What follows belongs to an exercise in optimizing a design on an open flow for small area and a short achievable clock period; a production flow would make more cautious choices.
The RTL was checked by simulation tests, not by an equivalence proof against the original design.

## south
Design fir_bandstop, start of the top module:
module fir_bandstop ( clk, in, out );
input  wire clk;
input  wire [15:0]in;
output wire [57:0]out;
wire [33:0] y;
wire ys;
wire [23:0] sg;
fir fir_bs_inst(
	.clk(clk),
	.in(in),
	.y(y),
	.ys(ys)
	);
genvar i;
generate
	for (i=0; i<24; i=i+1) begin: sign
		fir_sreg r ( .clk(clk), .d(ys), .q(sg[i]) );
	end
endgenerate
assign out = {sg, y};
endmodule
==> flow/config.mk <==
export PLATFORM = sky130hd
export DESIGN_NAME = fir_bandstop
export DESIGN_NICKNAME = fir_bandstop
export VERILOG_FILES = /design/flow/design.v
export SDC_FILE = /design/flow/constraint.sdc
export NUM_CORES = 4
export LEC_CHECK = 0
export CAP_MARGIN = 20
export CORE_MARGIN = 2
export CORE_UTILIZATION = 50
export CTS_CLUSTER_DIAMETER = 60
export CTS_CLUSTER_SIZE = 30
export SLEW_MARGIN = 20
export SYNTH_HIERARCHICAL = 1
export SYNTH_MINIMUM_KEEP_SIZE = 0
==> flow/constraint.sdc <==
create_clock -name core_clock -period 12.0 [get_ports {clk}]
set_input_delay 2.4000 -clock core_clock [delete_from_list [all_inputs] [get_ports {clk}]]
set_output_delay 2.4000 -clock core_clock [all_outputs]
set_load 0.01 [all_outputs]
standard.sh (not shown) runs the stock make flow with config.mk's settings and CLKGATE_MAP_FILE= SYNTH_SCRIPT=/design/flow/synth_recipe.tcl, a recipe that flattens the netlist after the stock synthesis.
==> flow/flow/run.sh <==
#!/bin/bash
set -euo pipefail
export BUFFER_PORTS_ARGS="-buffer_cell sky130_fd_sc_hd__buf_2"
export SETUP_SLACK_MARGIN=8.6
export CTS_ARGS="-sink_clustering_enable -repair_clock_nets -sink_clustering_size 20 -sink_clustering_max_diameter 50 -root_buf sky130_fd_sc_hd__clkbuf_16 -sink_clustering_buffer sky130_fd_sc_hd__clkbuf_8 -dont_use_dummy_load"
bash standard.sh > standard.log 2>&1   # ORFS's own logs stay under orfs/logs/
south ran to completion and came out clean on the timing, DRC and antenna checks.
> inputs changed (south -> west)
-- flow/flow/run.sh --
<<< south, line 4
export SETUP_SLACK_MARGIN=8.6
>>> west, line 4
export SETUP_SLACK_MARGIN=8.45
==> run notes <==
Taking south as the reference, in west area of placed instances saw little to no change; first-iteration DRC count lost 4.0%; layout overhead on the synthesized area dropped 1.3 points. west against south: setup TNS closely matched the old numbers; number of buffer and inverter stages on the critical path down 1. Looking at all-layer global routing usage, west sits 0.44 points lower than south does. Launching instance or port of the critical path: fir_bs_inst.r24[12] -> west, sign[16].r.q -> south. west ends up with lower mean routed wirelength per cell than south does.


Starting RTL as in the previous note.
==> flow/config.mk <==
export PLATFORM = sky130hd
export DESIGN_NAME = fir_bandstop
export DESIGN_NICKNAME = fir_bandstop
export VERILOG_FILES = /design/flow/design.v
export SDC_FILE = /design/flow/constraint.sdc
export NUM_CORES = 4
export LEC_CHECK = 0
export CAP_MARGIN = 20
export CORE_MARGIN = 2
export CORE_UTILIZATION = 50
export CTS_CLUSTER_DIAMETER = 60
export CTS_CLUSTER_SIZE = 30
export SLEW_MARGIN = 20
export SYNTH_HIERARCHICAL = 1
export SYNTH_MINIMUM_KEEP_SIZE = 0
==> flow/constraint.sdc <==
create_clock -name core_clock -period 12.0 [get_ports {clk}]
set_input_delay 2.4000 -clock core_clock [delete_from_list [all_inputs] [get_ports {clk}]]
set_output_delay 2.4000 -clock core_clock [all_outputs]
set_load 0.01 [all_outputs]
==> flow/flow/run.sh <==
#!/bin/bash
set -euo pipefail
export BUFFER_PORTS_ARGS="-buffer_cell sky130_fd_sc_hd__buf_2"
export SETUP_SLACK_MARGIN=8.45
export CTS_ARGS="-sink_clustering_enable -repair_clock_nets -sink_clustering_size 20 -sink_clustering_max_diameter 50 -root_buf sky130_fd_sc_hd__clkbuf_16 -sink_clustering_buffer sky130_fd_sc_hd__clkbuf_8 -dont_use_dummy_load"
bash standard.sh > standard.log 2>&1
Change:
==> flow/flow/run.sh (replaced) <==
#!/bin/bash
set -euo pipefail
export BUFFER_PORTS_ARGS="-buffer_cell sky130_fd_sc_hd__buf_2"
export SETUP_SLACK_MARGIN=8.45
bash standard.sh > standard.log 2>&1
Critical path depth decreases by 5; via count increases slightly; routed wire length increases slightly.
Change:
==> flow/run.sh (new file) <==
#!/bin/bash
# synth_recipe.tcl (not shown) runs the flow's synth.tcl, then flattens the netlist and writes it again
# the make line also repeats each setting of config.mk as NAME=value (left out here)
make -C /OpenROAD-flow-scripts/flow DESIGN_CONFIG=/design/flow/config.mk WORK_HOME=/design/flow/orfs CLKGATE_MAP_FILE= SYNTH_SCRIPT=/design/flow/synth_recipe.tcl finish
removed: flow/flow/run.sh
removed: flow/standard.sh
What happened:
- critical path depth stays the same
- clock-buffer cell count is higher by 7
- global-route usage is about the same
- fmax shrinks by 11%
- area after synthesis stays the same


== oak ==
fir_bandstop again, from the RTL that the note above started with.
export LEC_CHECK = 0
export CAP_MARGIN = 20
export CORE_MARGIN = 2
export CORE_UTILIZATION = 50
export CTS_CLUSTER_DIAMETER = 60
export CTS_CLUSTER_SIZE = 30
export SLEW_MARGIN = 20
export SYNTH_HIERARCHICAL = 1
export SYNTH_MINIMUM_KEEP_SIZE = 0
create_clock -name core_clock -period 12.0 [get_ports {clk}]
==> flow/flow/run.sh <==
#!/bin/bash
set -euo pipefail
export BUFFER_PORTS_ARGS="-buffer_cell sky130_fd_sc_hd__buf_2"
export SETUP_SLACK_MARGIN=8.45
export CTS_ARGS="-sink_clustering_enable -repair_clock_nets -sink_clustering_size 12 -sink_clustering_max_diameter 40 -root_buf sky130_fd_sc_hd__clkbuf_16 -sink_clustering_buffer sky130_fd_sc_hd__clkbuf_4 -dont_use_dummy_load"
bash standard.sh > standard.log 2>&1
diff inputs: oak => pine
- CORE_UTILIZATION: 50 -> 60
==> flow/flow/run.sh <==
#!/bin/bash
set -euo pipefail
export BUFFER_PORTS_ARGS="-buffer_cell sky130_fd_sc_hd__buf_2"
export SETUP_SLACK_MARGIN=8.7
bash standard.sh > standard.log 2>&1
### Flow results
Diff oak -> pine: setup slack of the critical path after layout fell 21 ps; final hold violation count about even; total wirelength of the detailed-routed design rose 12%. Of pine and oak, the lower sequential share of layout area belongs to pine. The capturing element of the worst setup path comes out out[50] in one run and out[17] in the other, namely in oak and pine respectively.


== v34 ==
Starting RTL as in the previous note.
==> flow/design.v (excerpt) <==
module fir_bandstop ( clk, in, out );
input  wire clk;
input  wire [15:0]in;
output wire [57:0]out;
wire [33:0] y;
wire ys;
wire [23:0] sg;
fir fir_bs_inst(
	.clk(clk),
	.in(in),
	.y(y),
	.ys(ys)
	);
genvar i;
generate
	for (i=0; i<24; i=i+1) begin: sign
		fir_sreg r ( .clk(clk), .d(ys), .q(sg[i]) );
	end
endgenerate
assign out = {sg, y};
endmodule
clock: 12.0 ns
lec_check: 0
cap_margin: 20
core_margin: 2
core_utilization: 50
cts_cluster_diameter: 60
cts_cluster_size: 30
slew_margin: 20
synth_hierarchical: 1
synth_minimum_keep_size: 0
==> flow/flow/run.sh <==
#!/bin/bash
# The standard layout (the standard.sh: ORFS synthesis to final layout), with one change:
# the buffers that ORFS puts on every input and output port are sky130_fd_sc_hd__buf_2
# instead of the delay cell that buffer_ports picks by default.
set -euo pipefail
export BUFFER_PORTS_ARGS="-buffer_cell sky130_fd_sc_hd__buf_2"
export SETUP_SLACK_MARGIN=8.3
bash standard.sh > standard.log 2>&1
v34 has completed all stages; timing, DRC and antenna checks passed.
Modified inputs, v58 compared to v34
Settings: a change of CORE_UTILIZATION from 50 to 62.
==> flow/flow/run.sh <==
#!/bin/bash
set -euo pipefail
export BUFFER_PORTS_ARGS="-buffer_cell sky130_fd_sc_hd__buf_2"
export SETUP_SLACK_MARGIN=8.6
export CTS_ARGS="-sink_clustering_enable -repair_clock_nets -sink_clustering_size 20 -sink_clustering_max_diameter 50 -root_buf sky130_fd_sc_hd__clkbuf_16 -sink_clustering_buffer sky130_fd_sc_hd__clkbuf_8 -dont_use_dummy_load"
bash standard.sh > standard.log 2>&1   # ORFS's own logs stay under orfs/logs/
==> run notes <==
Clock-buffer cell count, v58 vs v34: down by a few percent
Minimum clock period after layout ended up 140 ps lower on v58 than on v34.
Routed wire length on met2: v58 and v34 compared, higher one is v58
[compare] base=v34 new=v58: first-pass GRT wire length has increased; worst setup slack has increased.
Compared with v34, v58 shows a setup clock skew after layout that is 55 ps higher.
Compared with v34, in v58 routed length on met3 increased 4900 µm, fraction of layout cells with a size suffix above 1 increased 5.9 points.
In v58, global-route usage is higher than in v34.
Input changes introduced in v21 (baseline for comparison: v58):
Settings: swapping 62 for 50 in CORE_UTILIZATION.
==> flow/flow/run.sh <==
#!/bin/bash
set -euo pipefail
export BUFFER_PORTS_ARGS="-buffer_cell sky130_fd_sc_hd__buf_2"
export SETUP_SLACK_MARGIN=8.45
export CTS_ARGS="-sink_clustering_enable -repair_clock_nets -sink_clustering_size 30 -sink_clustering_max_diameter 60 -dont_use_dummy_load"
bash standard.sh > standard.log 2>&1
--- outcome ---
- Highest fanout seen on the critical path: v21 vs v58 up 5
- Between v58 and v21, setup slack increased.
- Compared with v58, v21 shows a higher number of core rows.
- Re count of clock-buffer cells in the layout: v21 is 4.5% down on v58.
- Looking at minimum clock period after layout, v21 sits 17 ps lower than v58 does.
- From v58 to v21, mapped cell area did not move at all.

separate check: timing with driven ports:
The flow's constraints put no driver on any port. The routed layouts listed below were extracted and timed again, unchanged, in two steps.
Step 1: set_driving_cell puts a clkbuf_16 on clk and a buf_2 on each other input, an assumption about the parent block.
Step 2 times the ports against the registers' clock, not the clock port: input delays grow and output delays shrink by t, the midpoint of the rising clock arrivals with the driver on.
Three values: ideal, step 1, step 2; two values: the first two.
run	shift t [ns]	setup slack, ns	worst setup path at the end
south	0.722	8.478 / 8.396 / 8.599	register to register
west	0.718	8.471 / 8.398 / 8.471	register to register
the first run of note 2	0.718	8.471 / 8.398 / 8.471	register to register
the second run of note 2	0.764	8.459 / 8.381 / 8.465	register to register
the third run of note 2	0.772	8.007 / 7.928 / 8.102	register to register
oak	0.769	8.415 / 8.337 / 8.415	register to register
pine	0.768	8.394 / 8.320 / 8.587	register to register
v34	0.774	8.299 / 8.299 / 8.299	register to register
v58	0.716	8.436 / 8.360 / 8.565	register to register
v21	0.731	8.454 / 8.388 / 8.454	register to register
After both steps every run listed still meets setup and hold.
